Background: an optimization exercise with open tools, aiming at small area. Do not read the settings as production practice. Function was checked by simulation only, so behaviour that the tests miss may differ from the original. Power figures rest on the tool's default switching activity, not on a simulated workload.

**design/flow/flow/run.sh**
```bash
#!/bin/bash
# Own layout flow: the standard ORFS flow (standard.sh) with three changes:
#  - Yosys's ABC technology mapping uses an area-oriented script
#    (flow/abc_area.script) in place of ORFS's delay-oriented one;
#  - adders are left to ABC (no ORFS half/full-adder cell mapping);
#  - the port buffers are buf_1 cells.
# Everything else (synthesis script, floorplan, power grid, CTS, routing) is
# ORFS's own. Each tool's output goes to its own log under orfs/logs/, and
# make's output to flow_make.log.
set -euo pipefail
W=$(pwd)
rm -rf "$W/orfs_scripts"
mkdir -p "$W/orfs_scripts"
cp -r "$FLOW_HOME/scripts/." "$W/orfs_scripts/"
cp "$W/flow/abc_area.script" "$W/orfs_scripts/abc_speed.script"
bash "$W/standard.sh" "SCRIPTS_DIR=$W/orfs_scripts" "ADDER_MAP_FILE=" \
    "BUFFER_PORTS_ARGS=-buffer_cell sky130_fd_sc_hd__buf_1" finish > "$W/flow_make.log" 2>&1
test -f "$W/out/final.def"
```
**design/flow/flow/abc_area.script**
```
strash
&get -n
&deepsyn -T 60
&put
dch
&get -n
&nf -a -R 200
&put
```
**design/flow/standard.sh**
```bash
#!/bin/bash
# synth_recipe.tcl (not shown) runs the flow's synth.tcl, then flattens the netlist and writes it again
# the make line also repeats each setting of config.mk as NAME=value (left out here)
make -C /OpenROAD-flow-scripts/flow DESIGN_CONFIG=/design/flow/config.mk WORK_HOME=/design/flow/orfs CLKGATE_MAP_FILE= SYNTH_SCRIPT=/design/flow/synth_recipe.tcl "${@:-finish}"
```
**design/flow/config.mk**
```make
export PLATFORM = sky130hd
export DESIGN_NAME = Top_Memory_Game
export DESIGN_NICKNAME = Top_Memory_Game
export VERILOG_FILES = /design/flow/design.v
export SDC_FILE = /design/flow/constraint.sdc
export NUM_CORES = 4
export LEC_CHECK = 0
export CAP_MARGIN = 20
export CORE_MARGIN = 2
export CORE_UTILIZATION = 80
export CTS_BUF_LIST = sky130_fd_sc_hd__clkbuf_8
export CTS_CLUSTER_DIAMETER = 35
export CTS_CLUSTER_SIZE = 20
export SLEW_MARGIN = 20
```
**design/flow/constraint.sdc**
```tcl
create_clock -name core_clock -period 25.0 [get_ports {clk}]
set_input_delay 5.0000 -clock core_clock [delete_from_list [all_inputs] [get_ports {clk}]]
set_output_delay 5.0000 -clock core_clock [all_outputs]
set_load 0.01 [all_outputs]
```
**design/flow/design.v**
```verilog
module Top_Memory_Game (
    input wire clk,
    input wire rst_n,
    input wire [7:0] btn_raw,
    output wire [7:0] led_out,
    output wire [7:0] seg_data,
    output wire [7:0] seg_sel,
    output reg pwm_servo,
    output wire lcd_rs,
    output wire lcd_rw,
    output wire lcd_en,
    output reg [7:0] lcd_data
);
    integer j;
    localparam [9:0] DB_HIT = 10'd440;
    wire [7:0] btn_in = ~btn_raw;
    reg  [7:0] db_prev, db_out;
    wire [7:0] db_hit;
    genvar g;
    generate
        for (g = 0; g < 8; g = g + 1) begin : db
            reg  [9:0] d;            
            wire       clr = btn_in[g] ^ db_prev[g];
            assign db_hit[g] = (d == DB_HIT);
            always @(posedge clk)
                d <= clr ? 10'd0 : {~d[8:0], ~(d[9] ^ d[6])};
        end
    endgenerate
    always @(posedge clk or negedge rst_n) begin
        if (!rst_n) begin
            db_prev <= 8'd0;
            db_out  <= 8'd0;
        end else begin
            db_prev <= btn_in;
            for (j = 0; j < 8; j = j + 1)
                if (db_hit[j]) db_out[j] <= db_prev[j];
        end
    end
    wire [7:0] btn_pos = db_hit & db_prev & ~db_out;
    wire       any_key = |btn_pos;
    reg  [2:0] key;
    always @(*) begin
        casez (btn_pos)
            8'b???????1: key = 3'd0;
            8'b??????10: key = 3'd1;
            8'b?????100: key = 3'd2;
            8'b????1000: key = 3'd3;
            8'b???10000: key = 3'd4;
            8'b??100000: key = 3'd5;
            8'b?1000000: key = 3'd6;
            default:     key = 3'd7;
        endcase
    end
    reg [2:0] lo;
    reg [6:0] ph7;       
    reg [6:0] sh7;       
    reg       pre;
    wire [5:0] e;
    wire [9:0] pcnt = {ph7, lo};
    wire p999 = (ph7 == 7'd124) && (lo == 3'd7);
    always @(posedge clk) begin
        if (!rst_n) begin
            lo <= 3'd0; ph7 <= 7'd0;
        end else begin
            lo <= lo + 3'd1;
            if (lo == 3'd7) ph7 <= (ph7 == 7'd124) ? 7'd0 : ph7 + 7'd1;
        end
    end
    always @(posedge clk or negedge rst_n) begin
        if (!rst_n) begin
            sh7 <= 7'd0; pwm_servo <= 1'b0;
        end else begin
            if (lo == 3'd7) sh7 <= sh7 + 7'd1;
            pwm_servo <= pre;
        end
    end
    always @(posedge clk)
        pre <= p999 || (pcnt < {4'd0, e} + 10'd49);
    wire [7:0] sdec = 8'd1 << sh7[6:4];      
    assign seg_sel = ~sdec;
    localparam S_GB   = 4'd0;    
    localparam S_GS   = 4'd1;    
    localparam S_SB   = 4'd2;    
    localparam S_SC   = 4'd3;    
    localparam S_GA   = 4'd4;    
    localparam S_WT   = 4'd5;    
    localparam S_XC   = 4'd6;    
    localparam S_CK   = 4'd7;
    localparam S_IDLE = 4'd8;
    localparam S_PS   = 4'd9;
    localparam S_FL   = 4'd10;
    localparam S_XF   = 4'd11;   
    localparam S_DN   = 4'd12;
    localparam [11:0] PH0 = 12'd0;
    localparam [11:0] PH1 = 12'd1;
    localparam [11:0] PHL = 12'd3386;    
    reg [3:0]  st;
    reg [2:0]  round;
    reg [4:0]  score;
    reg [11:0] ph;
    reg [7:0]  cq;
    reg [3:0]  idx;
    reg [2:0]  A [0:7];
    reg        rep;
    reg        match;
    wire ph0    = (ph == PH0);
    wire phlast = (ph == PHL);
    wire [3:0] k = {1'b0, round} + 4'd3;
    reg [4:0] per_q, on_q;
    always @(*) begin
        case (round)
            3'd2: begin per_q = 5'd16; on_q = 5'd12; end
            3'd3: begin per_q = 5'd12; on_q = 5'd9;  end
            3'd4: begin per_q = 5'd8;  on_q = 5'd6;  end
            3'd5: begin per_q = 5'd4;  on_q = 5'd3;  end
            default: begin per_q = 5'd20; on_q = 5'd15; end
        endcase
    end
    wire first   = (cq == 8'd0) && ph0;
    wire t_idle  = (cq == 8'd60) && ph0;             
    wire t_check = (cq == 8'd9) && phlast;           
    wire t_end   = (cq == 8'd59) && phlast;          
    wire t_per   = (cq == {3'd0, per_q}) && ph0;
    wire t_up    = (cq == 8'd200) && (ph == PH1);    
    wire last_i  = (idx == k - 4'd1);
    reg [15:0] lfsr;
    always @(posedge clk or negedge rst_n) begin
        if (!rst_n) lfsr <= 16'hACE1;
        else        lfsr <= {lfsr[14:0], lfsr[15] ^ lfsr[13] ^ lfsr[12] ^ lfsr[10]};
    end
    wire [2:0] rv = lfsr[2:0];
    wire [7:0] dec = 8'd1 << idx[2:0];
    reg  [2:0] a_cur, a_disp;
    always @(*) begin
        a_cur = 3'd0; a_disp = 3'd0;
        for (j = 0; j < 8; j = j + 1) begin
            a_cur  = a_cur  | ({3{dec[j]}}  & A[j]);
            a_disp = a_disp | ({3{sdec[j]}} & A[j]);
        end
    end
    wire g_first = (idx == 4'd15);
    wire skip    = !g_first && (rv == a_cur) && rep;
    wire gen_wr  = (st == S_GB) && !last_i && !skip;
    wire key_wr  = (st == S_WT) && !t_up && (idx != k) && !first && any_key;
    wire [2:0] wd = (st == S_GB) ? rv : key;
    wire [7:0] we = ({8{gen_wr}} & {dec[6:0], dec[7]}) | ({8{key_wr}} & dec);
    wire t_clr = (st == S_GB) || (st == S_SC) || (st == S_XC) || (st == S_XF) ||
                 ((st == S_SB) && t_per) || ((st == S_GS) && (ph == PH1));
    always @(posedge clk) begin
        if (t_clr || !rst_n) begin
            ph <= PH0; cq <= 8'd0;
        end else begin
            ph <= phlast ? PH0 : {ph[10:0], ~(ph[11] ^ ph[10] ^ ph[9] ^ ph[3])};
            cq <= cq + {7'd0, phlast};
        end
    end
    always @(posedge clk or negedge rst_n) begin
        if (!rst_n) begin
            st <= S_IDLE; idx <= 4'd0;
            round <= 3'd1; score <= 5'd0;
        end else begin
            case (st)
                S_IDLE: if (t_idle) st <= S_GA;
                S_GA: begin idx <= 4'd15; st <= S_GB; end
                S_GB: begin
                    if (last_i) st <= S_GS;
                    else if (!skip) idx <= idx + 4'd1;
                end
                S_GS: if (ph == PH1) begin idx <= 4'd0; st <= S_SB; end
                S_SB: if (t_per) begin
                    if (last_i) st <= S_SC;
                    else idx <= idx + 4'd1;
                end
                S_SC: begin idx <= 4'd0; st <= S_WT; end
                S_WT: begin
                    if (t_up) st <= S_XF;
                    else if (idx == k) st <= S_XC;
                    else if (key_wr) idx <= idx + 4'd1;
                end
                S_XC: st <= S_CK;
                S_XF: begin round <= round + 3'd1; st <= S_FL; end
                S_CK: if (t_check) begin
                    round <= round + 3'd1;
                    if (match) begin
                        score <= score + {2'd0, round} + 5'd1;
                        st <= S_PS;
                    end else st <= S_FL;
                end
                S_PS, S_FL: if (t_end) st <= (round == 3'd6) ? S_DN : S_GA;
                default: st <= S_DN;
            endcase
        end
    end
    always @(posedge clk) begin
        for (j = 0; j < 8; j = j + 1)
            if (we[j]) A[j] <= wd;
        if (gen_wr) rep <= !g_first && (rv == a_cur);
        if (st == S_SC) match <= 1'b1;
        if (key_wr) match <= match & (key == a_cur);
    end
    assign e = (st == S_WT || st == S_XC || st == S_XF) ? cq[7:2] : 6'd0;
    wire led_on = (st == S_SB) && !first &&
                  ((cq < {3'd0, on_q}) || ((cq == {3'd0, on_q}) && ph0));
    assign led_out = led_on ? (8'd1 << a_cur) : 8'd0;
    reg [7:0] cnt_gt;
    always @(*)
        for (j = 0; j < 8; j = j + 1)
            cnt_gt[j] = (idx > j);
    wire show = (st[3:2] != 2'b00) && |(cnt_gt & sdec);
    reg [7:0] seg;
    always @(*) begin
        case (a_disp)
            3'd0: seg = 8'h06;
            3'd1: seg = 8'h5B;
            3'd2: seg = 8'h4F;
            3'd3: seg = 8'h66;
            3'd4: seg = 8'h6D;
            3'd5: seg = 8'h7D;
            3'd6: seg = 8'h07;
            default: seg = 8'h7F;
        endcase
    end
    assign seg_data = show ? seg : 8'h00;
    reg [1:0]  lph;              
    reg        lln;              
    reg [2:0]  sub;
    reg [3:0]  ci;
    wire [2:0] scr = !st[3] ? 3'd0 :
                     st[2]  ? 3'd4 :
                     st[1]  ? 3'd3 :
                     st[0]  ? 3'd2 : 3'd1;
    reg [7:0] txt;
    reg [3:0] dsel;
    always @(*) begin
        dsel = 4'd0;
        casez ({st, lln, ci})
            {4'b0???, 1'b0, 4'd0}: begin txt = 8'h4C; end
            {4'b0???, 1'b0, 4'd1}: begin txt = 8'h76; end
            {4'b0???, 1'b0, 4'd2}: begin txt = 8'h2E; end
            {4'b0???, 1'b0, 4'd3}: begin txt = 8'h20; end
            {4'b0???, 1'b0, 4'd4}: begin txt = 8'h30; dsel[0] = 1'b1; end
            {4'b0???, 1'b0, 4'd5}: begin txt = 8'h20; end
            {4'b0???, 1'b0, 4'd6}: begin txt = 8'h20; end
            {4'b0???, 1'b0, 4'd7}: begin txt = 8'h20; end
            {4'b0???, 1'b0, 4'd8}: begin txt = 8'h20; end
            {4'b0???, 1'b0, 4'd9}: begin txt = 8'h20; end
            {4'b0???, 1'b0, 4'd10}: begin txt = 8'h20; end
            {4'b0???, 1'b0, 4'd11}: begin txt = 8'h20; end
            {4'b0???, 1'b0, 4'd12}: begin txt = 8'h20; end
            {4'b0???, 1'b0, 4'd13}: begin txt = 8'h20; end
            {4'b0???, 1'b0, 4'd14}: begin txt = 8'h20; end
            {4'b0???, 1'b0, 4'd15}: begin txt = 8'h20; end
            {4'b0???, 1'b1, 4'd0}: begin txt = 8'h53; end
            {4'b0???, 1'b1, 4'd1}: begin txt = 8'h63; end
            {4'b0???, 1'b1, 4'd2}: begin txt = 8'h6F; end
            {4'b0???, 1'b1, 4'd3}: begin txt = 8'h72; end
            {4'b0???, 1'b1, 4'd4}: begin txt = 8'h65; end
            {4'b0???, 1'b1, 4'd5}: begin txt = 8'h3A; end
            {4'b0???, 1'b1, 4'd6}: begin txt = 8'h20; end
            {4'b0???, 1'b1, 4'd7}: begin txt = 8'h30; dsel[1] = 1'b1; end
            {4'b0???, 1'b1, 4'd8}: begin txt = 8'h30; dsel[2] = 1'b1; end
            {4'b0???, 1'b1, 4'd9}: begin txt = 8'h30; dsel[3] = 1'b1; end
            {4'b0???, 1'b1, 4'd10}: begin txt = 8'h20; end
            {4'b0???, 1'b1, 4'd11}: begin txt = 8'h20; end
            {4'b0???, 1'b1, 4'd12}: begin txt = 8'h20; end
            {4'b0???, 1'b1, 4'd13}: begin txt = 8'h20; end
            {4'b0???, 1'b1, 4'd14}: begin txt = 8'h20; end
            {4'b0???, 1'b1, 4'd15}: begin txt = 8'h20; end
            {4'b1000, 1'b0, 4'd0}: begin txt = 8'h20; end
            {4'b1000, 1'b0, 4'd1}: begin txt = 8'h20; end
            {4'b1000, 1'b0, 4'd2}: begin txt = 8'h20; end
            {4'b1000, 1'b0, 4'd3}: begin txt = 8'h47; end
            {4'b1000, 1'b0, 4'd4}: begin txt = 8'h61; end
            {4'b1000, 1'b0, 4'd5}: begin txt = 8'h6D; end
            {4'b1000, 1'b0, 4'd6}: begin txt = 8'h65; end
            {4'b1000, 1'b0, 4'd7}: begin txt = 8'h20; end
            {4'b1000, 1'b0, 4'd8}: begin txt = 8'h53; end
            {4'b1000, 1'b0, 4'd9}: begin txt = 8'h74; end
            {4'b1000, 1'b0, 4'd10}: begin txt = 8'h61; end
            {4'b1000, 1'b0, 4'd11}: begin txt = 8'h72; end
            {4'b1000, 1'b0, 4'd12}: begin txt = 8'h74; end
            {4'b1000, 1'b0, 4'd13}: begin txt = 8'h20; end
            {4'b1000, 1'b0, 4'd14}: begin txt = 8'h20; end
            {4'b1000, 1'b0, 4'd15}: begin txt = 8'h20; end
            {4'b1000, 1'b1, 4'd0}: begin txt = 8'h20; end
            {4'b1000, 1'b1, 4'd1}: begin txt = 8'h20; end
            {4'b1000, 1'b1, 4'd2}: begin txt = 8'h20; end
            {4'b1000, 1'b1, 4'd3}: begin txt = 8'h20; end
            {4'b1000, 1'b1, 4'd4}: begin txt = 8'h20; end
            {4'b1000, 1'b1, 4'd5}: begin txt = 8'h20; end
            {4'b1000, 1'b1, 4'd6}: begin txt = 8'h20; end
            {4'b1000, 1'b1, 4'd7}: begin txt = 8'h20; end
            {4'b1000, 1'b1, 4'd8}: begin txt = 8'h20; end
            {4'b1000, 1'b1, 4'd9}: begin txt = 8'h20; end
            {4'b1000, 1'b1, 4'd10}: begin txt = 8'h20; end
            {4'b1000, 1'b1, 4'd11}: begin txt = 8'h20; end
            {4'b1000, 1'b1, 4'd12}: begin txt = 8'h20; end
            {4'b1000, 1'b1, 4'd13}: begin txt = 8'h20; end
            {4'b1000, 1'b1, 4'd14}: begin txt = 8'h20; end
            {4'b1000, 1'b1, 4'd15}: begin txt = 8'h20; end
            {4'b1001, 1'b0, 4'd0}: begin txt = 8'h20; end
            {4'b1001, 1'b0, 4'd1}: begin txt = 8'h20; end
            {4'b1001, 1'b0, 4'd2}: begin txt = 8'h20; end
            {4'b1001, 1'b0, 4'd3}: begin txt = 8'h20; end
            {4'b1001, 1'b0, 4'd4}: begin txt = 8'h53; end
            {4'b1001, 1'b0, 4'd5}: begin txt = 8'h75; end
            {4'b1001, 1'b0, 4'd6}: begin txt = 8'h63; end
            {4'b1001, 1'b0, 4'd7}: begin txt = 8'h63; end
            {4'b1001, 1'b0, 4'd8}: begin txt = 8'h65; end
            {4'b1001, 1'b0, 4'd9}: begin txt = 8'h73; end
            {4'b1001, 1'b0, 4'd10}: begin txt = 8'h73; end
            {4'b1001, 1'b0, 4'd11}: begin txt = 8'h21; end
            {4'b1001, 1'b0, 4'd12}: begin txt = 8'h20; end
            {4'b1001, 1'b0, 4'd13}: begin txt = 8'h20; end
            {4'b1001, 1'b0, 4'd14}: begin txt = 8'h20; end
            {4'b1001, 1'b0, 4'd15}: begin txt = 8'h20; end
            {4'b1001, 1'b1, 4'd0}: begin txt = 8'h20; end
            {4'b1001, 1'b1, 4'd1}: begin txt = 8'h4E; end
            {4'b1001, 1'b1, 4'd2}: begin txt = 8'h65; end
            {4'b1001, 1'b1, 4'd3}: begin txt = 8'h78; end
            {4'b1001, 1'b1, 4'd4}: begin txt = 8'h74; end
            {4'b1001, 1'b1, 4'd5}: begin txt = 8'h20; end
            {4'b1001, 1'b1, 4'd6}: begin txt = 8'h4C; end
            {4'b1001, 1'b1, 4'd7}: begin txt = 8'h65; end
            {4'b1001, 1'b1, 4'd8}: begin txt = 8'h76; end
            {4'b1001, 1'b1, 4'd9}: begin txt = 8'h65; end
            {4'b1001, 1'b1, 4'd10}: begin txt = 8'h6C; end
            {4'b1001, 1'b1, 4'd11}: begin txt = 8'h2E; end
            {4'b1001, 1'b1, 4'd12}: begin txt = 8'h2E; end
            {4'b1001, 1'b1, 4'd13}: begin txt = 8'h2E; end
            {4'b1001, 1'b1, 4'd14}: begin txt = 8'h20; end
            {4'b1001, 1'b1, 4'd15}: begin txt = 8'h20; end
            {4'b1010, 1'b0, 4'd0}, {4'b1011, 1'b0, 4'd0}: begin txt = 8'h20; end
            {4'b1010, 1'b0, 4'd1}, {4'b1011, 1'b0, 4'd1}: begin txt = 8'h20; end
            {4'b1010, 1'b0, 4'd2}, {4'b1011, 1'b0, 4'd2}: begin txt = 8'h20; end
            {4'b1010, 1'b0, 4'd3}, {4'b1011, 1'b0, 4'd3}: begin txt = 8'h20; end
            {4'b1010, 1'b0, 4'd4}, {4'b1011, 1'b0, 4'd4}: begin txt = 8'h20; end
            {4'b1010, 1'b0, 4'd5}, {4'b1011, 1'b0, 4'd5}: begin txt = 8'h46; end
            {4'b1010, 1'b0, 4'd6}, {4'b1011, 1'b0, 4'd6}: begin txt = 8'h61; end
            {4'b1010, 1'b0, 4'd7}, {4'b1011, 1'b0, 4'd7}: begin txt = 8'h69; end
            {4'b1010, 1'b0, 4'd8}, {4'b1011, 1'b0, 4'd8}: begin txt = 8'h6C; end
            {4'b1010, 1'b0, 4'd9}, {4'b1011, 1'b0, 4'd9}: begin txt = 8'h2E; end
            {4'b1010, 1'b0, 4'd10}, {4'b1011, 1'b0, 4'd10}: begin txt = 8'h2E; end
            {4'b1010, 1'b0, 4'd11}, {4'b1011, 1'b0, 4'd11}: begin txt = 8'h2E; end
            {4'b1010, 1'b0, 4'd12}, {4'b1011, 1'b0, 4'd12}: begin txt = 8'h20; end
            {4'b1010, 1'b0, 4'd13}, {4'b1011, 1'b0, 4'd13}: begin txt = 8'h20; end
            {4'b1010, 1'b0, 4'd14}, {4'b1011, 1'b0, 4'd14}: begin txt = 8'h20; end
            {4'b1010, 1'b0, 4'd15}, {4'b1011, 1'b0, 4'd15}: begin txt = 8'h20; end
            {4'b1010, 1'b1, 4'd0}, {4'b1011, 1'b1, 4'd0}: begin txt = 8'h20; end
            {4'b1010, 1'b1, 4'd1}, {4'b1011, 1'b1, 4'd1}: begin txt = 8'h20; end
            {4'b1010, 1'b1, 4'd2}, {4'b1011, 1'b1, 4'd2}: begin txt = 8'h54; end
            {4'b1010, 1'b1, 4'd3}, {4'b1011, 1'b1, 4'd3}: begin txt = 8'h72; end
            {4'b1010, 1'b1, 4'd4}, {4'b1011, 1'b1, 4'd4}: begin txt = 8'h79; end
            {4'b1010, 1'b1, 4'd5}, {4'b1011, 1'b1, 4'd5}: begin txt = 8'h20; end
            {4'b1010, 1'b1, 4'd6}, {4'b1011, 1'b1, 4'd6}: begin txt = 8'h41; end
            {4'b1010, 1'b1, 4'd7}, {4'b1011, 1'b1, 4'd7}: begin txt = 8'h67; end
            {4'b1010, 1'b1, 4'd8}, {4'b1011, 1'b1, 4'd8}: begin txt = 8'h61; end
            {4'b1010, 1'b1, 4'd9}, {4'b1011, 1'b1, 4'd9}: begin txt = 8'h69; end
            {4'b1010, 1'b1, 4'd10}, {4'b1011, 1'b1, 4'd10}: begin txt = 8'h6E; end
            {4'b1010, 1'b1, 4'd11}, {4'b1011, 1'b1, 4'd11}: begin txt = 8'h2E; end
            {4'b1010, 1'b1, 4'd12}, {4'b1011, 1'b1, 4'd12}: begin txt = 8'h2E; end
            {4'b1010, 1'b1, 4'd13}, {4'b1011, 1'b1, 4'd13}: begin txt = 8'h2E; end
            {4'b1010, 1'b1, 4'd14}, {4'b1011, 1'b1, 4'd14}: begin txt = 8'h20; end
            {4'b1010, 1'b1, 4'd15}, {4'b1011, 1'b1, 4'd15}: begin txt = 8'h20; end
            {4'b1100, 1'b0, 4'd0}: begin txt = 8'h20; end
            {4'b1100, 1'b0, 4'd1}: begin txt = 8'h20; end
            {4'b1100, 1'b0, 4'd2}: begin txt = 8'h46; end
            {4'b1100, 1'b0, 4'd3}: begin txt = 8'h49; end
            {4'b1100, 1'b0, 4'd4}: begin txt = 8'h4E; end
            {4'b1100, 1'b0, 4'd5}: begin txt = 8'h41; end
            {4'b1100, 1'b0, 4'd6}: begin txt = 8'h4C; end
            {4'b1100, 1'b0, 4'd7}: begin txt = 8'h20; end
            {4'b1100, 1'b0, 4'd8}: begin txt = 8'h53; end
            {4'b1100, 1'b0, 4'd9}: begin txt = 8'h43; end
            {4'b1100, 1'b0, 4'd10}: begin txt = 8'h4F; end
            {4'b1100, 1'b0, 4'd11}: begin txt = 8'h52; end
            {4'b1100, 1'b0, 4'd12}: begin txt = 8'h45; end
            {4'b1100, 1'b0, 4'd13}: begin txt = 8'h20; end
            {4'b1100, 1'b0, 4'd14}: begin txt = 8'h20; end
            {4'b1100, 1'b0, 4'd15}: begin txt = 8'h20; end
            {4'b1100, 1'b1, 4'd0}: begin txt = 8'h54; end
            {4'b1100, 1'b1, 4'd1}: begin txt = 8'h6F; end
            {4'b1100, 1'b1, 4'd2}: begin txt = 8'h74; end
            {4'b1100, 1'b1, 4'd3}: begin txt = 8'h61; end
            {4'b1100, 1'b1, 4'd4}: begin txt = 8'h6C; end
            {4'b1100, 1'b1, 4'd5}: begin txt = 8'h3A; end
            {4'b1100, 1'b1, 4'd6}: begin txt = 8'h20; end
            {4'b1100, 1'b1, 4'd7}: begin txt = 8'h30; dsel[1] = 1'b1; end
            {4'b1100, 1'b1, 4'd8}: begin txt = 8'h30; dsel[2] = 1'b1; end
            {4'b1100, 1'b1, 4'd9}: begin txt = 8'h30; dsel[3] = 1'b1; end
            {4'b1100, 1'b1, 4'd10}: begin txt = 8'h20; end
            {4'b1100, 1'b1, 4'd11}: begin txt = 8'h20; end
            {4'b1100, 1'b1, 4'd12}: begin txt = 8'h20; end
            {4'b1100, 1'b1, 4'd13}: begin txt = 8'h20; end
            {4'b1100, 1'b1, 4'd14}: begin txt = 8'h20; end
            {4'b1100, 1'b1, 4'd15}: begin txt = 8'h20; end
            default: txt = 8'h20;
        endcase
    end
    wire [7:0] d_h = (score >= 5'd20) ? 8'd1 : 8'd0;
    wire [3:0] tens = (score >= 5'd20) ? 4'd0 : score[4:1];
    wire [7:0] dig = ({8{dsel[0]}} & {5'd0, round}) |
                     ({8{dsel[1]}} & d_h) |
                     ({8{dsel[2]}} & {4'd0, tens}) |
                     ({8{dsel[3]}} & {5'd0, score[0], 1'b0, score[0]});
    wire [7:0] chr = txt | dig;
    reg [7:0] icmd;
    always @(*) begin
        casez (lcd_data)
            8'b??1?????: icmd = 8'h0C;
            8'b????1???: icmd = 8'h06;
            8'b??????1?: icmd = 8'h01;
            8'b???????1: icmd = 8'h80;
            default:     icmd = 8'h38;
        endcase
    end
    wire is_line = (lph == 2'd1);
    wire lwrap = (sub == 3'd5);
    wire dend  = (ci == 4'd12) && (sub == 3'd4);
    wire pos0  = (ci == 4'd0) && (sub == 3'd0);
    always @(posedge clk or negedge rst_n) begin
        if (!rst_n) begin
            lph <= 2'd0; lln <= 1'b0; sub <= 3'd0; ci <= 4'd0; lcd_data <= 8'd0;
        end else begin
            case (lph)
                2'd1: begin
                    if (lwrap) begin
                        sub <= 3'd0; ci <= ci + 4'd1;
                        if (ci == 4'd15) lph <= 2'd2;
                    end else sub <= sub + 3'd1;
                    if (lwrap && ci == 4'd15) lcd_data <= lln ? 8'h80 : 8'hC0;
                    else lcd_data <= chr;
                end
                default: begin
                    if (lph == 2'd0 && pos0) lcd_data <= icmd;
                    if (dend) begin
                        sub <= 3'd0; ci <= 4'd0;
                        if (lph == 2'd2) begin lph <= 2'd1; lln <= ~lln; end
                        else if (lcd_data[7]) lph <= 2'd1;
                    end else begin
                        sub <= sub + 3'd1;
                        if (sub == 3'd7) ci <= ci + 4'd1;
                    end
                end
            endcase
        end
    end
    assign lcd_en = is_line ? (sub == 3'd1 || sub == 3'd2)
                            : (ci == 4'd0 && sub != 3'd0 && sub <= 3'd5);
    assign lcd_rs = is_line && !pos0;
    assign lcd_rw = 1'b0;
endmodule
```
==> results of run 1 <==
==> where the power goes <==
part	switching, mW	leakage [nW]	internal [mW]
Combinational	0.165	1.51	0.0784
Clock	0.154	0.309	0.126
Sequential	0.0530	2.07	0.391
==> state kept, by name, summed over array words and instances, names as in the netlist, 2 cells and up <==
| signal | count |
|---|---|
| round | 3 |
| ph | 12 |
| sh7 | 7 |
| db.d | 80 |
| ci | 4 |
| idx | 4 |
| db_out | 8 |
| cq | 8 |
| lph | 2 |
| lfsr | 16 |
| db_prev | 8 |
| lo | 3 |
| ph7 | 7 |
| A | 24 |
| lcd_data | 8 |
| score | 5 |
| sub | 3 |
| st | 4 |
==> how the worst min path moves through the flow <==
stage,from,to,slack [ps]
after CTS,pre,pwm_servo,360
after detailed placement,pre,pwm_servo,330
after global routing,pre,pwm_servo,360
final,pre,pwm_servo,360
after floorplan,pre,pwm_servo,320
after global placement,lfsr[14],lfsr[15],340
==> per-stage QoR <==
| step | cells | power (mW) |
|---|---|---|
| after detailed placement | 1170 | 0.6592 |
| after floorplan | 987 | 0.5899 |
| after global placement | 1170 | 0.6490 |
| after global routing | 1220 | 0.9954 |
| final | 1220 | 0.9665 |
| after CTS | 1220 | 0.9463 |
==> metal layers <==
layer  up-vias  track usage  wire length [um]
met5         -            0                 0
met4         0       0.2458              2022
met3       240       0.1043              3382
met2       802       0.7423             12800
met1      3916       0.5644              9438
li1       3661            -                 -
==> Yosys cell counts (all sizes together) (12+ instances only) <==
master	instances
xor2	17
dfrtp	64
and3	12
and2	20
nand3	29
nor3	41
clkinv	41
dfxtp	111
o22ai	15
edfxtp	26
a21oi	42
o21ai	53
nand2	89
nor2	184
xnor2	30
nand2b	15
nor2b	22
nor4	22
nand4	16
==> kinds of logic after synthesis <==
| kind of cell | Yosys count | share of synthesized area |
|---|---|---|
| multiplexers | 4 | 0.004551 |
| AND/OR/NAND/NOR | 491 | 0.2612 |
| AO/OA/AOI/OAI | 187 | 0.1312 |
| buffers and inverters | 43 | 0.01862 |
| adder cells (fa/ha/maj) | 2 | 0.002207 |
| other | 1 | 0.0004133 |
| flip-flops | 211 | 0.5365 |
| XOR/XNOR | 47 | 0.04537 |
==> worst max-delay path, cell delays in order (launching register included) <==
cell and delay, ps:
dfxtp_1 340, nor4_1 530, nand3_1 180, or3_1 400, nand2_1 90, a311oi_1 90
or4_1 600, or3_1 410, nor2_1 160, buf_1 200
==> placed cells by master, fill, tap and decap left out, types with 12 or more instances in the layout <==
cell      netlist  routed
a21oi_1        42      42
and2_0         20      20
and3_1         12      12
buf_1           0      42
clkbuf_8        0      28
clkinv_1       41      41
dfrtp_1        64      64
dfxtp_1       111     111
edfxtp_1       26      26
nand2_1        89      89
nand2b_1       15      15
nand3_1        29      29
nand4_1        16      16
nor2_1        184     184
nor2b_1        22      22
nor3_1         41      41
nor4_1         22      22
o21ai_0        53      53
o22ai_1        15      15
xnor2_1        30      30
xor2_1         17      17
==> layout make-up <==
cell class | instances | area share
flip-flops and latches | 211 | 0.4863
multi-input cells | 733 | 0.4036
clock buffers | 28 | 0.03850
clock inverters | 22 | 0.02075
repair buffers | 45 | 0.01800
well taps | 140 | 0.01750
inverters | 41 | 0.01538
==> impl_results.md, run 1 <==
- Critical path endpoint: led_out[1]
- Area grow syn2layout: 10.33%
- Setup TNS Final: 0 ps
- Crit path max fanout: 4
- Post-synthesis register bit count: 211
- Post-CTS Hold Buffers: 0
- Pins Over Slew Limit: 0
- Sequential fraction of the synthesis area: 0.5365
- Share of cells above drive strength 1: 0.05741
- Status: complete, no violations
- Drt first-iter violations: 1,656
- Crit path DAT: between 3000 and 4000 ps
- Async SR Flop Fraction: 0.3507
- Routed WL: 27,640 um
- Syn avg cell area: 9.201 um^2
- Fillers: just over 400
- Post CTS Setup Buffer Count: 0
- Global Route Usage Sum: 0.4544
- Setup WS post-layout: 16,440 ps
- Critical Path Source: ph[6]
- # IOs: 46
- Die width: 110.5 um
- Row count: 38
- CP Capture Type: output pin
- Max VDD drop: 0.08877 mV
- GR Overflow Total: 0
- R2R setup slack: between 20,000 and 25,000 ps
- R2R cell count: 12
- Max H-tree Level: 1
- CTS tree: yes
- First-pass GRT wire length: 44,800 um
- Slew headroom: 0.2158
- Synth unique cells: 61
- Setup Skew: just under 40 ps
- Worst Tran Pin Value: ~1200 ps
- Worst slack at placement: 17,310 ps
- DP Area: 9417 um^2
- ANT nets after route: 0
- Dpl hpwl: about 16,000 um
- Synth Flop Type: dfxtp_1
- Initial Util: 0.8296
- Worst path required time: roughly 20,000 ps
- Root Driver: clkbuf_8
- Pwr/cell area: 96.56 nW/um^2
- Design area: about 10,000 um^2
- Ratio of final minimum period to clock period: 0.3423
- Routed len/inst: 22.65 um
- Clk sinks: between 200 and 250
- Hold slack: 363.1 ps
- # nets final: ~1,100
- Fin crit period: 8557 ps
- Synth area leader: dfxtp_1
- CTS Buffer Depth: 3
- Remaining DRCs: 0
- Largest net degree at the start of global routing: 48
- Initial antenna violation count: 0
- DRT Pass-1 Iters: 13
- Via count: 8,619
- Setup violations, final: 0
- Vias/cell: 7.065
- Synth top area share: 0.2449
- Core Footprint: 10,940 um^2
- EDFF count, synth: 26
- Worst-path clk slew: 100 ps
- Core Util, Final: 0.9153
- Count of input and output buffers: 43
- Routability Congestion: 1.094
- Synth warn: 2
- P_leak: 3.885 nW
- Crit Path Class: flip-flop to output pin
- Die ar.: around 12,000 um^2
- R2r startpoint: db[1].d[2]
- Inserted Diodes: 0
- Worst skew pair latency: 590 ps
- Mapped Cells: just under 1,000
- Hold path cells: 0
- Max-Cap Viols: 0
- RSZ-0062 raised after global routing: false
- Area of the multi-input gates: 4040 um^2
- Final Hold Vio Count: 0
- Die H: between 100 and 150 um
- Worst setup SP type: flip-flop
- Worst min-delay path class: flip-flop to flip-flop
- RR Endpoint: A[1][0]
- Fmax: around 120 MHz
- CTS buffer count: 27
- Synth area leaders: dfxtp_1 24%, dfrtp_1 18%, edfxtp_1 8.6%
- Post_cts resized: 0
- Vias in the first global route: 8,510
- Register area: 4867 um^2
- Synthesized cell area: roughly 9100 um^2
==> inputs of run 2 (changes only) <==
--- a/design/flow/config.mk
+++ b/design/flow/config.mk
@@ -6,9 +6,9 @@
 export NUM_CORES = 4
 export LEC_CHECK = 0
-export CAP_MARGIN = 20
+export CAP_MARGIN = 0
 export CORE_MARGIN = 2
 export CORE_UTILIZATION = 80
 export CTS_BUF_LIST = sky130_fd_sc_hd__clkbuf_8
-export CTS_CLUSTER_DIAMETER = 35
-export CTS_CLUSTER_SIZE = 20
-export SLEW_MARGIN = 20
+export CTS_CLUSTER_DIAMETER = 60
+export CTS_CLUSTER_SIZE = 16
+export SLEW_MARGIN = 0
==> impl_results.md, run 2 <==
- Setup Skew: 29.76 ps (was 38.84 ps)
- Post_cts resized: 0 (unchanged)
- Area grow syn2layout: 6.978% (was 10.33%)
- Top reg by flops: db.d (unchanged)
- # IOs: 46 (unchanged)
- Async SR Flop Fraction: 0.3507 (unchanged)
- Dpl hpwl: 15,820 um (was 16,250 um)
- Max-Cap Viols: 0 (unchanged)
- Routed WL: 24,870 um (was 27,640 um)
- R2R setup slack: 20,850 ps (was 20,750 ps)
- Max H-tree Level: 1 (unchanged)
- Most frequent cells in the layout: 173 x nor2_1, 111 x dfxtp_1, 86 x nand2_1 (was 184 x nor2_1, 111 x dfxtp_1, 89 x nand2_1)
- Worst slack at placement: 17,650 ps (was 17,310 ps)
- Setup WS post-layout: 16,970 ps (was 16,440 ps)
- Most frequent cell after synthesis: nor2_1 (unchanged)
- Delay-heaviest family, CP: simple AND/OR/NAND/NOR gates (unchanged)
- Synth Flop Type: dfxtp_1 (unchanged)
- Crit path max fanout: 11 (was 4)
- Most common cell after layout, fill and taps aside: nor2_1 (unchanged)
- Pwr/cell area: 82.23 nW/um^2 (was 96.56 nW/um^2)
- DP Area: 9392 um^2 (was 9417 um^2)
- Fmax: 124.5 MHz (was 116.9 MHz)
- Crit Path Class: flip-flop to output pin (unchanged)
- CP Capture Type: output pin (unchanged)
- P_leak: 3.798 nW (was 3.885 nW)
- Routability Congestion: 1.095 (was 1.094)
- Fillers: 508 (was 409)
- CTS tree: yes (unchanged)
- Die width: 110.4 um (was 110.5 um)
- Design area: 9687 um^2 (was 10,010 um^2)
- Synth area leaders: dfxtp_1 25%, dfrtp_1 18%, edfxtp_1 8.6% (was dfxtp_1 24%, dfrtp_1 18%, edfxtp_1 8.6%)
- Core Footprint: 10,940 um^2 (unchanged)
- Synth warn: 2 (unchanged)
- Drt first-iter violations: 1,370 (was 1,656)
- Worst Tran Pin Value: 1076 ps (was 1166 ps)
- Crit path DAT: 3030 ps (was 3560 ps)
- GR Overflow Total: 0 (unchanged)
- Slew headroom: 0.2644 (was 0.2158)
- Commonest cells in the netlist: 173 x nor2_1, 111 x dfxtp_1, 86 x nand2_1 (was 184 x nor2_1, 111 x dfxtp_1, 89 x nand2_1)
- Vias/cell: 7.034 (was 7.065)
- Die ar.: 12,190 um^2 (was 12,210 um^2)
- Vias in the first global route: 7,874 (was 8,510)
- Worst path required time: 20,000 ps (about the same)
- Largest register FFs: 80 (unchanged)
- Count of input and output buffers: 43 (unchanged)
- Post-CTS Hold Buffers: 0 (unchanged)
- CTS Buffer Depth: 3 (unchanged)
- Clk sinks: 211 (unchanged)
- Via count: 8,300 (was 8,619)
- Synth unique cells: 65 (was 61)
- Top flop regs: db.d x80, A x24, lfsr x16 (unchanged)
- Row count: 38 (unchanged)
- Initial Util: 0.8280 (was 0.8296)
- CTS buffer count: 17 (was 27)
- First-pass GRT wire length: 39,060 um (was 44,800 um)
- Worst-path clk slew: 110 ps (was 100 ps)
- Share of cells above drive strength 1: 0.03077 (was 0.05741)
- Setup TNS Final: 0 ps (unchanged)
- Largest net degree at the start of global routing: 50 (was 48)
- Fin crit period: 8032 ps (was 8557 ps)
- Crit-path max cell delay: 550 ps (was 600 ps)
- Post CTS Setup Buffer Count: 0 (unchanged)
- Ratio of final minimum period to clock period: 0.3213 (was 0.3423)
- Critical-path top delay cell: dfrtp_1 (was or4_1)
- RSZ-0062 raised after global routing: false (unchanged)
- Status: complete, no violations (unchanged)
- Setup violations, final: 0 (unchanged)
- EDFF count, synth: 26 (unchanged)
- # nets final: 1,039 (was 1,069)
- Routed len/inst: 21.08 um (was 22.65 um)
- ANT nets after route: 0 (unchanged)
- Bufs and invs on worst path: 2 (was 1)
- Remaining DRCs: 0 (unchanged)
- Post-synthesis register bit count: 211 (unchanged)
- Mapped Cells: 967 (was 986)
- Worst setup SP type: flip-flop (unchanged)
- Die H: 110.4 um (was 110.5 um)
- Worst skew pair latency: 520 ps (was 590 ps)
- Root Driver: clkbuf_8 (unchanged)
- Core Util, Final: 0.8858 (was 0.9153)
- Inserted Diodes: 0 (unchanged)
- Syn avg cell area: 9.364 um^2 (was 9.201 um^2)
- Pins Over Slew Limit: 0 (unchanged)
- Sequential fraction of the synthesis area: 0.5375 (was 0.5365)
- Max VDD drop: 0.08716 mV (was 0.08877 mV)
- Synth top area share: 0.2454 (was 0.2449)
- CP dominant cell by count: nor2_1 (was or3_1)
- Global Route Usage Sum: 0.4140 (was 0.4544)
- DRT Pass-1 Iters: 10 (was 13)
- Synth area leader: dfxtp_1 (unchanged)
- Synthesized cell area: 9055 um^2 (was 9072 um^2)
- Initial antenna violation count: 0 (unchanged)
- Worst min-delay path class: flip-flop to flip-flop (unchanged)
- Crit path cell chain: clkinv_1 -> nor2_1 -> a222oi_1 -> a22o_1 -> or2_0 -> nor2_1 -> buf_1 (was nor4_1 -> nand3_1 -> or3_1 -> nand2_1 -> a311oi_1 -> or4_1 -> or3_1 -> nor2_1 -> buf_1)
- Final Hold Vio Count: 0 (unchanged)
[run 2: cell types whose count changed in the layout (fill, tap and decap cells not counted), moves of 6 or more]
cell / delta
and3_1: +6
clkbuf_8: -11
nor2b_1: -10
inv_1: +8
a22o_1: +6
o22ai_1: -6
o21ai_0: -12
nor2_1: -11
[run 2: per-layer routing]
layer	track usage	share of wire	wire (um)	up-vias
met1	0.5260	0.37	9229	3846
li1	-	-	-	3593
met4	0.2196	0.064	1593	0
met2	0.6621	0.46	11380	673
met5	0	0	0	-
met3	0.09759	0.11	2668	188
[run 2: worst paths after layout]
| kind | from | endpoint | cells after the start |
|---|---|---|---|
| max | idx[0] | led_out[5] | 7 |
| min reg2reg | pre | pwm_servo | 0 |
| min in group asynchronous | rst_n | lfsr[14] | 1 |
| min | pre | pwm_servo | 0 |
| max reg2reg | idx[0] | idx[0] | 13 |
| max in group asynchronous | rst_n | db_out[7] | 2 |
[run 2: metrics by stage]
step | hold slack [ps] | power (mW) | std cells
after global routing | 338.4 | 0.8248 | 1180
after global placement | 320.3 | 0.5963 | 1150
after detailed placement | 320.2 | 0.6080 | 1150
final | 335.8 | 0.7966 | 1180
after floorplan | 316.3 | 0.5521 | 968
after CTS | 333.5 | 0.7848 | 1180
[run 2: cell type report]
class	count	area [um^2]	area share
well taps	140	175.2	0.01808
inverters	41	153.9	0.01589
flip-flops and latches	211	4867	0.5025
clock buffers	17	234.0	0.02415
clock inverters	13	61.31	0.006329
repair buffers	44	172.7	0.01782
multi-input cells	714	4023	0.4153
[run 2: logic make-up after synthesis]
logic type | Yosys count | synth area share
xor gates and xnor gates | 49 | 0.04740
DFF | 211 | 0.5375
and+or+nand+nor | 475 | 0.2555
buffers and inverters | 43 | 0.01865
AOI/OAI and AO/OA | 186 | 0.1382
other | 1 | 0.0004141
adders and majority gates | 1 | 0.001105
muxes | 1 | 0.001244
[run 2: worst reg2reg max path, cell delays in order (launching register included)]
cell and delay [ps]:
dfrtp_1 550, clkinv_1 240, nor2_1 510, a222oi_1 250, a22o_1 390, a32o_1 250, a2111oi_0 690, and2_0 280
nand2_1 90, nand3_1 80, nand2_1 140, nand2_1 190, clkinv_1 90, nor3_1 290
[run 2: report_power, final]
part           switching (mW)  internal (mW)
Clock                   0.113         0.0652
Sequential             0.0428          0.388
Combinational           0.124         0.0627
Total                   0.281          0.516
==> inputs of run 3 (changes only) <==
--- a/design/flow/config.mk
+++ b/design/flow/config.mk
@@ -6,9 +6,9 @@
 export NUM_CORES = 4
 export LEC_CHECK = 0
-export CAP_MARGIN = 0
+export CAP_MARGIN = 20
 export CORE_MARGIN = 2
-export CORE_UTILIZATION = 80
+export CORE_UTILIZATION = 60
 export CTS_BUF_LIST = sky130_fd_sc_hd__clkbuf_8
 export CTS_CLUSTER_DIAMETER = 60
 export CTS_CLUSTER_SIZE = 16
-export SLEW_MARGIN = 0
+export SLEW_MARGIN = 20
==> impl_results.md, run 3 <==
- Critical-path top delay cell: or4_1 (was dfrtp_1)
- Routed WL: 19,790 um (was 24,870 um)
- Routed len/inst: 15.90 um (was 21.08 um)
- Hold slack: 322.5 ps (was 335.8 ps)
- Via count: 7,359 (was 8,300)
- CTS tree: yes (unchanged)
- Fin crit period: 8243 ps (was 8032 ps)
- Top reg by flops: db.d (unchanged)
- Remaining DRCs: 0 (unchanged)
- GR Overflow Total: 0 (unchanged)
- RR Endpoint: lcd_data[5] (was idx[0])
- EDFF count, synth: 26 (unchanged)
- Core Footprint: 14,640 um^2 (was 10,940 um^2)
- XOR/XNOR share of the synthesized area: 0.04537 (was 0.04740)
- Synth Flop Type: dfxtp_1 (unchanged)
- Clk sinks: 211 (unchanged)
- CP Capture Type: output pin (unchanged)
- Largest family of logic cells by synthesized area: simple AND/OR/NAND/NOR gates (unchanged)
- Crit-path max cell delay: 580 ps (was 550 ps)
- Synth unique cells: 61 (was 65)
- Post CTS Setup Buffer Count: 0 (unchanged)
- Layout Cells excl Fill: 1,245 (was 1,180)
- Most frequent cell after synthesis: nor2_1 (unchanged)
- DRT Pass-1 Iters: 6 (was 10)
- Initial Util: 0.6195 (was 0.8280)
- Design area: 9837 um^2 (was 9687 um^2)
- Crit path max fanout: 12 (was 11)
- Largest register FFs: 80 (unchanged)
- Sequential fraction of the synthesis area: 0.5365 (was 0.5375)
- Synth warn: 2 (unchanged)
- Count of input and output buffers: 43 (unchanged)
- Setup TNS Final: 0 ps (unchanged)
- Max VDD drop: 0.06846 mV (was 0.08716 mV)
- Die ar.: 16,120 um^2 (was 12,190 um^2)
- CTS buffer count: 18 (was 17)
- Synth area leaders: dfxtp_1 24%, dfrtp_1 18%, edfxtp_1 8.6% (was dfxtp_1 25%, dfrtp_1 18%, edfxtp_1 8.6%)
- Synth top area share: 0.2449 (was 0.2454)
- Largest net degree at the start of global routing: 58 (was 50)
- Async SR Flop Fraction: 0.3507 (unchanged)
- DP Area: 9472 um^2 (was 9392 um^2)
- Ratio of final minimum period to clock period: 0.3297 (was 0.3213)
- Global Route Usage Sum: 0.2493 (was 0.4140)
- Drt first-iter violations: 659 (was 1,370)
- Most frequent cells in the layout: 184 x nor2_1, 111 x dfxtp_1, 89 x nand2_1 (was 173 x nor2_1, 111 x dfxtp_1, 86 x nand2_1)
- Worst skew pair latency: 510 ps (was 520 ps)
- Min-Delay Endpoint: pwm_servo (unchanged)
- Delay-heaviest family, CP: simple AND/OR/NAND/NOR gates (unchanged)
- Worst path required time: 20,000 ps (about the same)
- Pins Over Slew Limit: 0 (unchanged)
- Post-synthesis compound-gate area fraction: 0.1312 (was 0.1382)
- # nets final: 1,060 (was 1,039)
- Mapped Cells: 986 (was 967)
- Top flop regs: db.d x80, A x24, lfsr x16 (unchanged)
- Bufs and invs on worst path: 1 (was 2)
- # IOs: 46 (unchanged)
- R2R setup slack: 21,030 ps (was 20,850 ps)
- Simple-Gate Fraction of Synth Area: 0.2612 (was 0.2555)
- P_leak: 3.786 nW (was 3.798 nW)
- WP depth: 8 (was 7)
- Crit path cell chain: nor2b_1 -> o21ai_0 -> a32oi_1 -> nor4b_1 -> or4_1 -> or3_1 -> nor2_1 -> buf_1 (was clkinv_1 -> nor2_1 -> a222oi_1 -> a22o_1 -> or2_0 -> nor2_1 -> buf_1)
- Seq pwr share: 0.512 (was 0.541)
- Worst Tran Pin Value: 953.9 ps (was 1076 ps)
- Die width: 127.0 um (was 110.4 um)
- Most common cell after layout, fill and taps aside: nor2_1 (unchanged)
- Post-CTS Hold Buffers: 0 (unchanged)
- R2R cell count: 11 (was 13)
- Logic gate share of total power: 0.258 (was 0.235)
- Adder-Cell Fraction of Synth Area: 0.002207 (was 0.001105)
- P_int: 554.9 uW (was 515.9 uW)
- Crit Path Class: flip-flop to output pin (unchanged)
- Synth area leader: dfxtp_1 (unchanged)
- Setup Skew: 23.60 ps (was 29.76 ps)
- CTS Buffer Depth: 3 (unchanged)
- R2r startpoint: st[3] (was idx[0])
- Mux cell area share after synthesis: 0.004551 (was 0.001244)
- Final Hold Vio Count: 0 (unchanged)
- Status: complete, no violations (unchanged)
- Vias/cell: 5.911 (was 7.034)
- Setup violations, final: 0 (unchanged)
- Net Sw Frac: 0.3483 (was 0.3523)
- Worst-path clk slew: 110 ps (about the same)
- Synthesized cell area: 9072 um^2 (was 9055 um^2)
- Die H: 127.0 um (was 110.4 um)
- Hold Crit Start: pre (unchanged)
- Worst setup SP type: flip-flop (unchanged)
- RSZ-0062 raised after global routing: false (unchanged)
- Root Driver: clkbuf_8 (unchanged)
- Switching pwr: 296.6 uW (was 280.6 uW)
- Dpl hpwl: 14,280 um (was 15,820 um)
- Initial antenna violation count: 0 (unchanged)
- Vias in the first global route: 6,808 (was 7,874)
- Hold path cells: 0 (unchanged)
- Worst min-delay path class: flip-flop to flip-flop (unchanged)
- Crit path DAT: 3240 ps (was 3030 ps)
- Share of cells above drive strength 1: 0.03487 (was 0.03077)
- Row count: 44 (was 38)
- First-pass GRT wire length: 33,280 um (was 39,060 um)
- Area grow syn2layout: 8.426% (was 6.978%)
- Fmax: 121.3 MHz (was 124.5 MHz)
- Slew headroom: 0.3573 (was 0.2644)
- ANT nets after route: 0 (unchanged)
- Post-synthesis register bit count: 211 (unchanged)
- Placed cells: 1,214 (was 1,150)
- Pwr/cell area: 86.56 nW/um^2 (was 82.23 nW/um^2)
- Syn avg cell area: 9.201 um^2 (was 9.364 um^2)
- Inserted Diodes: 0 (unchanged)
- Clk pwr share: 0.230 (was 0.224)
- Routability Congestion: 0.9681 (was 1.095)
- Max-Cap Viols: 0 (unchanged)
- Commonest cells in the netlist: 184 x nor2_1, 111 x dfxtp_1, 89 x nand2_1 (was 173 x nor2_1, 111 x dfxtp_1, 86 x nand2_1)
- Max H-tree Level: 1 (unchanged)
- Post_cts resized: 0 (unchanged)
## run 3: changes by cell type after synthesis, sizes merged, moves of 4 or more
cell,before,now
a22o,7,1
and3,18,12
nor2b,12,22
o22ai,9,15
a221oi,7,2
a222oi,6,2
o21ai,41,53
nor2,173,184
## run 3: worst max path at each step
stage,startpoint,endpoint,slack [ps]
floorplan,ph[9],led_out[3],17710
global placement,ph[9],led_out[3],17410
detailed placement,round[1],led_out[3],17320
CTS,round[1],led_out[3],16760
global route,round[1],led_out[3],16550
finish,round[1],led_out[3],16760
## run 3: final cells by class
| class | count | area (um^2) |
|---|---|---|
| clock buffer | 20 | 275.3 |
| clock inverter | 11 | 90.09 |
| fill | 1234 | 4807 |
| inverter | 41 | 153.9 |
| multi-input combinational | 733 | 4040 |
| sequential | 211 | 4867 |
| tap | 184 | 230.2 |
| timing repair buffer | 45 | 180.2 |
## run 3: cell families (layout without fill, tap and decap cells)
logic type               count (synthesis)  count (layout)
AO/OA/AOI/OAI                          187             187
XOR/XNOR                                47              47
adder cells (fa/ha/maj)                  2               2
buffers and inverters                   43             117
flip-flops                             211             211
multiplexers                             4               4
other                                    1               2
AND/OR/NAND/NOR                        491             491
## run 3: per-stage QoR
step	setup WS, ps	util	power, mW
floorplan	17710	-	0.5899
global placement	17410	0.6468	0.6554
detailed placement	17320	0.6468	0.6588
CTS	16760	0.6717	0.8549
global route	16550	0.6717	0.9036
finish	16760	0.6717	0.8515
## run 3: layer usage
metal	up-vias	track usage	part of all wire
met5	-	0	0
met4	0	0.07046	0.020
met3	42	0.03796	0.069
met2	277	0.3956	0.45
met1	3405	0.3589	0.46
li1	3635	-	-
## run 3: power by group through the flow
| stage | combinational [mW] | sequential, mW | clock (mW) |
|---|---|---|---|
| 2_1_floorplan | 0.159 | 0.430 | 0 |
| 6_report | 0.219 | 0.436 | 0.196 |
| 3_3_place_gp | 0.214 | 0.442 | 0 |
| 3_5_place_dp | 0.217 | 0.442 | 0 |
| 4_1_cts | 0.218 | 0.435 | 0.202 |
| 5_1_grt | 0.248 | 0.443 | 0.213 |
==> inputs of run 4 (changes only) <==
--- a/design/flow/config.mk
+++ b/design/flow/config.mk
@@ -8,5 +8,5 @@
 export CAP_MARGIN = 20
 export CORE_MARGIN = 2
-export CORE_UTILIZATION = 60
+export CORE_UTILIZATION = 75
 export CTS_BUF_LIST = sky130_fd_sc_hd__clkbuf_8
 export CTS_CLUSTER_DIAMETER = 60
==> impl_results.md, run 4 <==
- Status: complete, no violations (unchanged)
- Max-Cap Viols: 0 (unchanged)
- Mapped Cells: 967 (was 986)
- Post-synthesis register bit count: 211 (unchanged)
- Net Sw Frac: 0.3392 (was 0.3483)
- P_int: 526.2 uW (was 554.9 uW)
- Fmax: 125.6 MHz (was 121.3 MHz)
- Synth area leader: dfxtp_1 (unchanged)
- Most frequent cells in the layout: 173 x nor2_1, 111 x dfxtp_1, 86 x nand2_1 (was 184 x nor2_1, 111 x dfxtp_1, 89 x nand2_1)
- Hold Crit Start: lfsr[8] (was pre)
- Register area: 4867 um^2 (unchanged)
- Hold slack: 359.9 ps (was 322.5 ps)
- P_leak: 3.819 nW (was 3.786 nW)
- RR Endpoint: A[0][2] (was lcd_data[5])
- Sequential fraction of the synthesis area: 0.5375 (was 0.5365)
- Layout Cells excl Fill: 1,188 (was 1,245)
- Core Footprint: 11,910 um^2 (was 14,640 um^2)
- Ratio of final minimum period to clock period: 0.3185 (was 0.3297)
- Initial Util: 0.7602 (was 0.6195)
- Share of cells above drive strength 1: 0.03554 (was 0.03487)
- Routed len/inst: 18.53 um (was 15.90 um)
- Worst Tran Pin Value: 932.6 ps (was 953.9 ps)
- Clk sinks: 211 (unchanged)
- Most frequent cell after synthesis: nor2_1 (unchanged)
- CTS Buffer Depth: 3 (unchanged)
- Most common cell after layout, fill and taps aside: nor2_1 (unchanged)
- Placed cells: 1,158 (was 1,214)
- Crit path max fanout: 9 (was 12)
- Vias in the first global route: 7,383 (was 6,808)
- Min-Delay Endpoint: lfsr[9] (was pwm_servo)
- Setup TNS Final: 0 ps (unchanged)
- Area of the multi-input gates: 4023 um^2 (was 4040 um^2)
- Final Hold Vio Count: 0 (unchanged)
- Routability Congestion: 1.013 (was 0.9681)
- Vias/cell: 6.508 (was 5.911)
- DRT Pass-1 Iters: 6 (unchanged)
- Setup WS post-layout: 17,040 ps (was 16,760 ps)
- Crit Path Class: flip-flop to output pin (unchanged)
- GR Overflow Total: 0 (unchanged)
- Worst setup SP type: flip-flop (unchanged)
- Synth top area share: 0.2454 (was 0.2449)
- Core Util, Final: 0.8175 (was 0.6717)
- Inserted Diodes: 0 (unchanged)
- Worst skew pair latency: 530 ps (was 510 ps)
- Async SR Flop Fraction: 0.3507 (unchanged)
- Logic gate share of total power: 0.226 (was 0.258)
- Syn avg cell area: 9.364 um^2 (was 9.201 um^2)
- Synth warn: 2 (unchanged)
- R2R setup slack: 21,160 ps (was 21,030 ps)
- Worst path required time: 20,000 ps (about the same)
- Setup Skew: 32.05 ps (was 23.60 ps)
- Die ar.: 12,970 um^2 (was 16,120 um^2)
- EDFF count, synth: 26 (unchanged)
- Drt first-iter violations: 1,140 (was 659)
- Post-CTS Hold Buffers: 0 (unchanged)
- Worst-path clk slew: 100 ps (was 110 ps)
- Remaining DRCs: 0 (unchanged)
- Hold path cells: 0 (unchanged)
- CTS buffer count: 18 (unchanged)
- Largest net degree at the start of global routing: 50 (was 58)
- Fillers: 702 (was 1,234)
- Count of input and output buffers: 43 (unchanged)
- Setup violations, final: 0 (unchanged)
- R2r startpoint: db[1].d[2] (was st[3])
- Post CTS Setup Buffer Count: 0 (unchanged)
- Switching pwr: 270.1 uW (was 296.6 uW)
- RSZ-0062 raised after global routing: false (unchanged)
- Clk pwr share: 0.234 (was 0.230)
- ANT nets after route: 0 (unchanged)
- # IOs: 46 (unchanged)
- Root Driver: clkbuf_8 (unchanged)
- Top reg by flops: db.d (unchanged)
- Fin crit period: 7962 ps (was 8243 ps)
- Via count: 7,732 (was 7,359)
- CTS tree: yes (unchanged)
- Row count: 40 (was 44)
- Synth area leaders: dfxtp_1 25%, dfrtp_1 18%, edfxtp_1 8.6% (was dfxtp_1 24%, dfrtp_1 18%, edfxtp_1 8.6%)
- Worst slack at placement: 17,680 ps (was 17,320 ps)
- Synth unique cells: 65 (was 61)
- Seq pwr share: 0.541 (was 0.512)
- Slew headroom: 0.3725 (was 0.3573)
- Initial antenna violation count: 0 (unchanged)
- Die H: 113.9 um (was 127.0 um)
- CP Capture Type: output pin (unchanged)
- Synth Flop Type: dfxtp_1 (unchanged)
- Max VDD drop: 0.08008 mV (was 0.06846 mV)
- First-pass GRT wire length: 36,290 um (was 33,280 um)
- Top flop regs: db.d x80, A x24, lfsr x16 (unchanged)
- Max H-tree Level: 1 (unchanged)
- Post_cts resized: 0 (unchanged)
- Pwr/cell area: 81.78 nW/um^2 (was 86.56 nW/um^2)
- R2R cell count: 11 (unchanged)
- Synthesized cell area: 9055 um^2 (was 9072 um^2)
- Crit path DAT: 2960 ps (was 3240 ps)
- Commonest cells in the netlist: 173 x nor2_1, 111 x dfxtp_1, 86 x nand2_1 (was 184 x nor2_1, 111 x dfxtp_1, 89 x nand2_1)
- Routed WL: 22,020 um (was 19,790 um)
- Global Route Usage Sum: 0.3456 (was 0.2493)
- # nets final: 1,041 (was 1,060)
- Area grow syn2layout: 7.545% (was 8.426%)
- Worst min-delay path class: flip-flop to flip-flop (unchanged)
- Pins Over Slew Limit: 0 (unchanged)
- Die width: 113.9 um (was 127.0 um)
- Largest register FFs: 80 (unchanged)
- Dpl hpwl: 15,710 um (was 14,280 um)
run 4: final cells by class:
class                           instances  area share
Clock buffer                           20     0.02827
Clock inverter                         10    0.005653
Inverter                               41     0.01580
Multi-Input combinational cell        714      0.4131
Sequential cell                       211      0.4998
Tap cell                              147     0.01889
Timing Repair Buffer                   45     0.01850
run 4: how the worst max path moves through the flow:
stage / startpoint / end / slack, ps / cells past startpoint
2_1_floorplan: idx[1] / led_out[4] / 18110 / 6
3_3_place_gp: idx[1] / led_out[5] / 17810 / 7
3_5_place_dp: idx[1] / led_out[7] / 17680 / 7
4_1_cts: idx[1] / led_out[7] / 17110 / 7
5_1_grt: idx[1] / led_out[7] / 16890 / 7
6_report: idx[1] / led_out[7] / 17040 / 7
run 4: per-stage QoR:
| stage | cell area (um^2) | power (mW) |
|---|---|---|
| 2_1_floorplan | 9059 | 0.5521 |
| 3_3_place_gp | 9408 | 0.5961 |
| 3_5_place_dp | 9408 | 0.6082 |
| 4_1_cts | 9738 | 0.7911 |
| 5_1_grt | 9738 | 0.8350 |
| 6_report | 9738 | 0.7964 |
run 4: routing by layer:
| metal | global-route usage | up-vias | wire [um] |
|---|---|---|---|
| met5 | 0 | - | 0 |
| met4 | 0.1455 | 0 | 886 |
| met3 | 0.05048 | 85 | 1639 |
| met2 | 0.5737 | 410 | 10590 |
| met1 | 0.4601 | 3637 | 8903 |
| li1 | - | 3600 | - |
run 4: cell families after synthesis:
| kind of cell | after synthesis | synth area share |
|---|---|---|
| other | 1 | 0.0004141 |
| AOI/OAI and AO/OA | 186 | 0.1382 |
| buffers and inverters | 43 | 0.01865 |
| muxes | 1 | 0.001244 |
| and+or+nand+nor | 475 | 0.2555 |
| xor gates and xnor gates | 49 | 0.04740 |
| DFF | 211 | 0.5375 |
| adders and majority gates | 1 | 0.001105 |
run 4: critical path, cell delays in order, from the launching register on:
cell	delay, ps
dfrtp_1	500
clkinv_1	270
nor2_1	510
a222oi_1	240
a22o_1	380
or2_0	280
nor2_1	90
buf_1	160
run 4: power groups by stage:
stage / Sequential, mW / Clock [mW] / Combinational, mW
after floorplan: 0.420 / 0 / 0.132
after global placement: 0.430 / 0 / 0.166
after detailed placement: 0.435 / 0 / 0.173
after CTS: 0.428 / 0.186 / 0.176
after global routing: 0.435 / 0.200 / 0.200
final: 0.430 / 0.186 / 0.180
==> inputs of run 5 (changes only) <==
--- a/design/flow/design.v
+++ b/design/flow/design.v
@@ -27,5 +27,5 @@
         end
     endgenerate
-    always @(posedge clk or negedge rst_n) begin
+    always @(posedge clk) begin
         if (!rst_n) begin
             db_prev <= 8'd0;
==> impl_results.md, run 5 <==
- Status: complete, no violations (unchanged)
- Vias in the first global route: 7,226 (was 7,383)
- EDFF count, synth: 26 (unchanged)
- Clk sinks: 211 (unchanged)
- Setup violations, final: 0 (unchanged)
- Fin crit period: 7901 ps (was 7962 ps)
- Setup Skew: 31.39 ps (was 32.05 ps)
- Synth top area share: 0.2807 (was 0.2454)
- P_leak: 3.715 nW (was 3.819 nW)
- Root Driver: clkbuf_8 (unchanged)
- Die width: 113.9 um (about the same)
- Synthesized cell area: 9057 um^2 (was 9055 um^2)
- Crit path max fanout: 20 (was 9)
- Dpl hpwl: 15,160 um (was 15,710 um)
- Delay-heaviest family, CP: flip-flops (was simple AND/OR/NAND/NOR gates)
- CTS Buffer Depth: 3 (unchanged)
- Worst Tran Pin Value: 799.1 ps (was 932.6 ps)
- Commonest cells in the netlist: 176 x nor2_1, 127 x dfxtp_1, 77 x nand2_1 (was 173 x nor2_1, 111 x dfxtp_1, 86 x nand2_1)
- Max-Cap Viols: 0 (unchanged)
- RSZ-0062 raised after global routing: false (unchanged)
- DRT Pass-1 Iters: 5 (was 6)
- Syn avg cell area: 9.299 um^2 (was 9.364 um^2)
- Max H-tree Level: 1 (unchanged)
- Most frequent cells in the layout: 176 x nor2_1, 127 x dfxtp_1, 77 x nand2_1 (was 173 x nor2_1, 111 x dfxtp_1, 86 x nand2_1)
- Largest register FFs: 80 (unchanged)
- # IOs: 46 (unchanged)
- Crit-path max cell delay: 730 ps (was 510 ps)
- First-pass GRT wire length: 35,450 um (was 36,290 um)
- Crit path DAT: 2900 ps (was 2960 ps)
- Max VDD drop: 0.08466 mV (was 0.08008 mV)
- Routed len/inst: 18.17 um (was 18.53 um)
- Drt first-iter violations: 638 (was 1,140)
- Crit path cell chain: clkinv_1 -> maj3_1 -> a21oi_1 -> o22ai_1 -> a21o_1 -> o22ai_1 -> and2_0 -> buf_1 (was clkinv_1 -> nor2_1 -> a222oi_1 -> a22o_1 -> or2_0 -> nor2_1 -> buf_1)
- Die H: 113.9 um (about the same)
- Pwr/cell area: 80.78 nW/um^2 (was 81.78 nW/um^2)
- Worst min-delay path class: flip-flop to flip-flop (unchanged)
- Area grow syn2layout: 7.114% (was 7.545%)
- Post-CTS Hold Buffers: 0 (unchanged)
- Most frequent cell after synthesis: nor2_1 (unchanged)
- Inserted Diodes: 0 (unchanged)
- Ratio of final minimum period to clock period: 0.3160 (was 0.3185)
- Slew headroom: 0.4535 (was 0.3725)
- Global Route Usage Sum: 0.3354 (was 0.3456)
- ANT nets after route: 0 (unchanged)
- CTS tree: yes (unchanged)
- Largest net degree at the start of global routing: 45 (was 50)
- Post CTS Setup Buffer Count: 0 (unchanged)
- Synth area leaders: dfxtp_1 28%, dfrtp_1 13%, edfxtp_1 8.6% (was dfxtp_1 25%, dfrtp_1 18%, edfxtp_1 8.6%)
- Share of cells above drive strength 1: 0.03152 (was 0.03554)
- Async SR Flop Fraction: 0.2749 (was 0.3507)
- Total power: 783.7 uW (was 796.4 uW)
- GR Overflow Total: 0 (unchanged)
- Worst path required time: 20,000 ps (about the same)
- Fmax: 126.6 MHz (was 125.6 MHz)
- Post-synthesis register bit count: 211 (unchanged)
- Worst-path clk slew: 110 ps (was 100 ps)
- Die ar.: 12,970 um^2 (about the same)
- Top flop regs: db.d x80, A x24, lfsr x16 (unchanged)
- Count of input and output buffers: 43 (unchanged)
- Synth unique cells: 62 (was 65)
- Crit Path Class: flip-flop to output pin (unchanged)
- CTS buffer count: 17 (was 18)
- Top reg by flops: db.d (unchanged)
- CP Capture Type: output pin (unchanged)
- Pins Over Slew Limit: 0 (unchanged)
- Hold slack: 346.5 ps (was 359.9 ps)
- Setup TNS Final: 0 ps (unchanged)
- Synth area leader: dfxtp_1 (unchanged)
- Most common cell after layout, fill and taps aside: nor2_1 (unchanged)
- Row count: 40 (unchanged)
- Sequential fraction of the synthesis area: 0.5285 (was 0.5375)
- Worst skew pair latency: 530 ps (about the same)
- Initial Util: 0.7604 (was 0.7602)
- Remaining DRCs: 0 (unchanged)
- Worst setup SP type: flip-flop (unchanged)
- Synth warn: 2 (unchanged)
- Initial antenna violation count: 0 (unchanged)
- Synth Flop Type: dfxtp_1 (unchanged)
- Mapped Cells: 974 (was 967)
- Routability Congestion: 1.019 (was 1.013)
- Critical-path top delay cell: dfrtp_1 (was nor2_1)
- Core Footprint: 11,910 um^2 (unchanged)
- # nets final: 1,047 (was 1,041)
- CP dominant cell by count: o22ai_1 (was nor2_1)
- Via count: 7,691 (was 7,732)
- Vias/cell: 6.441 (was 6.508)
- Post_cts resized: 0 (unchanged)
- Final Hold Vio Count: 0 (unchanged)
- Routed WL: 21,700 um (was 22,020 um)
- Bufs and invs on worst path: 2 (unchanged)
## run 5: cell types whose count changed after synthesis, sizes merged, moves of 9 or more
| cell | change |
|---|---|
| o21ai | -11 |
| nand2 | -9 |
| dfrtp | -16 |
| nor2b | +15 |
| a21boi | +11 |
| dfxtp | +16 |
## run 5: path summary, 6_finish.rpt
path / startpoint / cells after the start / slack [ps] / endpoint
setup / recovery: idx[1] / 8 / 17100 / seg_data[3]
hold / removal: pre / 0 / 350 / pwm_servo
setup reg to reg: idx[2] / 11 / 21110 / A[0][1]
hold reg to reg: pre / 0 / 350 / pwm_servo
max in group asynchronous: rst_n / 2 / 19600 / score[3]
min in group asynchronous: rst_n / 1 / 4490 / st[1]
## run 5: power breakdown
| part | switching, mW | internal, mW | total, mW |
|---|---|---|---|
| combinational | 0.113 | 0.0662 | 0.179 |
| clock | 0.110 | 0.0653 | 0.176 |
| sequential | 0.0444 | 0.385 | 0.429 |
| total | 0.267 | 0.516 | 0.784 |
## run 5: final cells by class
class / count / area, um^2
clock buffers: 17 / 234.0
clock inverters: 12 / 57.56
fillers: 729 / 2210
inverters: 36 / 135.1
multi-input cells: 726 / 4124
flip-flops and latches: 211 / 4787
well taps: 147 / 183.9
repair buffers: 45 / 180.2
## run 5: kinds of logic after synthesis
group / Yosys count / synth area share
AO/OA/AOI/OAI: 198 / 0.1468
XOR/XNOR: 50 / 0.04835
adder cells (fa/ha/maj): 2 / 0.002210
buffers and inverters: 38 / 0.01658
flip-flops: 211 / 0.5285
multiplexers: 4 / 0.004697
other: 1 / 0.0004140
AND/OR/NAND/NOR: 470 / 0.2524
## run 5: routing by layer
layer	vias up	track usage	wire [um]
met5	-	0	0
met4	0	0.1138	689
met3	59	0.05632	1483
met2	352	0.5621	10370
met1	3659	0.4470	9153
li1	3621	-	-
## run 5: worst register-to-register path, cell delays in order (launching register included)
cell and delay (ps):
dfrtp_1 750, clkinv_1 360, nand2_1 170, a21oi_1 90, a31oi_1 320, nor3b_1 90, or4_1 590, a21oi_1 140
o31ai_1 180, or2_0 300, or3_1 320, o21ai_0 230
## run 5: per-stage QoR
stage            util  instance area (um^2)  setup slack, ps  cells
6_report       0.8145                  9702            17100   1194
5_1_grt        0.8145                  9702            16860   1194
4_1_cts        0.8145                  9702            17110   1194
3_5_place_dp   0.7900                  9410            17670   1165
3_3_place_gp   0.7900                  9410            17750   1165
2_1_floorplan       -                  9061            17890    975

static timing again, ports no longer ideal:
How much do the figures lean on ideal ports? The routed layouts below were timed once more, with nothing changed but the port constraints. Step 1 assumes that a clkbuf_16 drives the clock port and a buf_2 every other input. Step 2, shift: input delay + t, output delay - t, t = (earliest + latest rising clock arrival at the registers) / 2. This alone moves slack from input paths to output paths. a / b / c = no drivers / after step 1 / after step 2; a / b = the first two.
run | shift t [ns] | setup slack, ns
run 1 | 0.611 | 16.444 / 16.404 / 17.014
run 2 | 0.540 | 16.968 / 16.934 / 17.473
run 3 | 0.534 | 16.757 / 16.717 / 17.251
run 4 | 0.546 | 17.038 / 17.001 / 17.548
run 5 | 0.550 | 17.099 / 17.062 / 17.612
After both steps every run listed still meets setup and hold.
